This design comes from an exercise in tuning for small area and a short achievable clock period on the open sky130 flow, not from production work. At most, simulation tests tie the RTL to the original design; equivalence was not proved. The clock port is modelled as an ideal driver; clocking choices that lean on that would not hold on a real chip.

## rrc_filter
module rrc_filter #(
	parameter WIDTH = 9
)(
	input logic clk,
	input logic rst,
	input logic signed [WIDTH-1:0] filter_in,
	output logic signed [WIDTH-1:0] filter_out
);
For scale: roughly 370 flip-flops, ~20 I/O pins, ~18,000 um2 of cells after synthesis.
Settings: LEC_CHECK=0, ABC_CLOCK_PERIOD_IN_PS=2500, CAP_MARGIN=20, CORE_MARGIN=2, CORE_UTILIZATION=55, SETUP_SLACK_MARGIN=5, SLEW_MARGIN=20, SYNTH_HIERARCHICAL=1; clock period 10.5 ns.
run.sh (not shown) runs the stock make flow with config.mk's settings and CLKGATE_MAP_FILE= SYNTH_SCRIPT=/design/flow/synth_recipe.tcl, a recipe that flattens the netlist after the stock synthesis.
Next try:
==> flow/flow/run.sh (new file) <==
#!/bin/bash
# Own layout flow: the standard ORFS flow (standard.sh, unchanged synthesis), with
#  - timing repair aimed below the design's period (SETUP_SLACK_MARGIN; the SDC is unchanged),
#  - port buffers of a normal buffer cell rather than the smallest one.
# Each step's full log is kept by ORFS under orfs/logs/; make's own output goes to flow.log.
set -uo pipefail
bash standard.sh SETUP_SLACK_MARGIN=7.3 "BUFFER_PORTS_ARGS=-buffer_cell sky130_fd_sc_hd__buf_4" finish > flow.log 2>&1
==> flow/standard.sh (new file) <==
#!/bin/bash
# synth_recipe.tcl (not shown) runs the flow's synth.tcl, then flattens the netlist and writes it again
# the make line also repeats each setting of config.mk as NAME=value (left out here)
make -C /OpenROAD-flow-scripts/flow DESIGN_CONFIG=/design/flow/config.mk WORK_HOME=/design/flow/orfs CLKGATE_MAP_FILE= SYNTH_SCRIPT=/design/flow/synth_recipe.tcl "${@:-finish}"
Settings changed: SETUP_SLACK_MARGIN 5 to default.
removed: flow/run.sh
After rerunning: Clock-buffer cell count is higher by 5; critical path depth climbs by 8; fmax climbs by roughly a tenth; global-route usage climbs by 0.12 points; routed wire length rose slightly.
No functional check of the RTL was part of any run of this note.

rrc_filter, a different RTL version from the one above (not shown whole).
Size: about 970 cells after synthesis, ~380 flip-flops, ~20 I/O pins, roughly 17000 um^2 of cells after synthesis.
clock: 10.5 ns
lec_check: 0
abc_clock_period_in_ps: 800
cap_margin: 20
core_margin: 2
core_utilization: 70
cts_buf_list: sky130_fd_sc_hd__clkbuf_16
cts_cluster_diameter: 90
cts_cluster_size: 32
place_density: 0.75
slew_margin: 20
synth_hierarchical: 1
standard.sh (not shown) runs the stock make flow with config.mk's settings and CLKGATE_MAP_FILE= SYNTH_SCRIPT=/design/flow/synth_recipe.tcl, a recipe that flattens the netlist after the stock synthesis.
==> flow/flow/run.sh <==
#!/bin/bash
# Own layout flow: the standard ORFS flow (standard.sh, unchanged synthesis), with
#  - timing repair aimed below the design's period (SETUP_SLACK_MARGIN; the SDC is unchanged),
#  - port buffers of a normal buffer cell rather than the smallest one,
#  - after CTS, the clock port drives the tree's branch buffers directly, split in two (flow/flatten_clock_root.tcl).
# Each step's full log is kept by ORFS under orfs/logs/; make's own output goes to flow.log.
set -uo pipefail
here=$(pwd)
bash standard.sh SETUP_SLACK_MARGIN=7.48 "BUFFER_PORTS_ARGS=-buffer_cell sky130_fd_sc_hd__buf_2" \
  "POST_CTS_TCL=$here/flow/flatten_clock_root.tcl" finish > flow.log 2>&1
Other scripts of this flow, unchanged in this note and not shown: flow/flow/flatten_clock_root.tcl
The baseline produced a clean layout.
==> next run, changes <==
--- a/flow/flow/run.sh
+++ b/flow/flow/run.sh
@@ -8,3 +8,3 @@
 here=$(pwd)
-bash standard.sh SETUP_SLACK_MARGIN=7.48 "BUFFER_PORTS_ARGS=-buffer_cell sky130_fd_sc_hd__buf_2" \
+bash standard.sh SETUP_SLACK_MARGIN=7.58 "BUFFER_PORTS_ARGS=-buffer_cell sky130_fd_sc_hd__buf_2" \
   "POST_CTS_TCL=$here/flow/flatten_clock_root.tcl" finish > flow.log 2>&1
CTS_CLUSTER_DIAMETER = 80   (was 90)
CTS_CLUSTER_SIZE = 30   (was 32)
After rerunning: First-iteration DRC count came out higher by 4.7%; sequential cell count does not change; final area came out higher by 2.8%.
==> next run, changes <==
--- a/flow/flow/run.sh
+++ b/flow/flow/run.sh
@@ -8,3 +8,3 @@
 here=$(pwd)
-bash standard.sh SETUP_SLACK_MARGIN=7.58 "BUFFER_PORTS_ARGS=-buffer_cell sky130_fd_sc_hd__buf_2" \
+bash standard.sh SETUP_SLACK_MARGIN=7.45 "BUFFER_PORTS_ARGS=-buffer_cell sky130_fd_sc_hd__buf_2" \
   "POST_CTS_TCL=$here/flow/flatten_clock_root.tcl" finish > flow.log 2>&1
Result:
- sequential cell count is unchanged
- cell area falls by a few percent
- core utilization falls by 1.9 points
- sequential share of layout area rises by 1.1 points

[separate check: timing with driven ports]
How much do the figures lean on ideal ports? The routed layouts below were timed once more, with nothing changed but the port constraints. Step 1 (the two cells are an assumption about what drives the block):
set clk [get_ports {clk}]
set_driving_cell -lib_cell sky130_fd_sc_hd__clkbuf_16 $clk
set_driving_cell -lib_cell sky130_fd_sc_hd__buf_2 [delete_from_list [all_inputs] $clk]
Step 2, shift: input delay + t, output delay - t, t = (earliest + latest rising clock arrival at the registers) / 2. This alone moves slack from input paths to output paths. a / b / c = ideal ports / drivers / drivers and shift; a / b = the first two.
run | shift t [ns] | setup slack, ns | hold slack, ns
the first run of note 1 | 0.568 | 6.966 / 6.980 / 6.431 | 0.343 / 0.343 / 0.343
the second run of note 1 | 0.567 | 7.330 / 7.330 / 7.210 | 0.337 / 0.337 / 0.337
the first run of note 2 | 0.424 | 7.477 / 7.467 / 7.179 | 0.346 / 0.346 / 0.346
the second run of note 2 | 0.423 | 7.533 / 7.481 / 7.332 | 0.326 / 0.326 / 0.326
the third run of note 2 | 0.413 | 7.516 / 7.477 / 7.214 | 0.338 / 0.338 / 0.338
After both steps every run listed still meets setup and hold. For the first run of note 1, which loses most, drivers alone change the setup slack by +0.014 ns; drivers and shift together by -0.535 ns. Setup slack includes reset recovery checks.
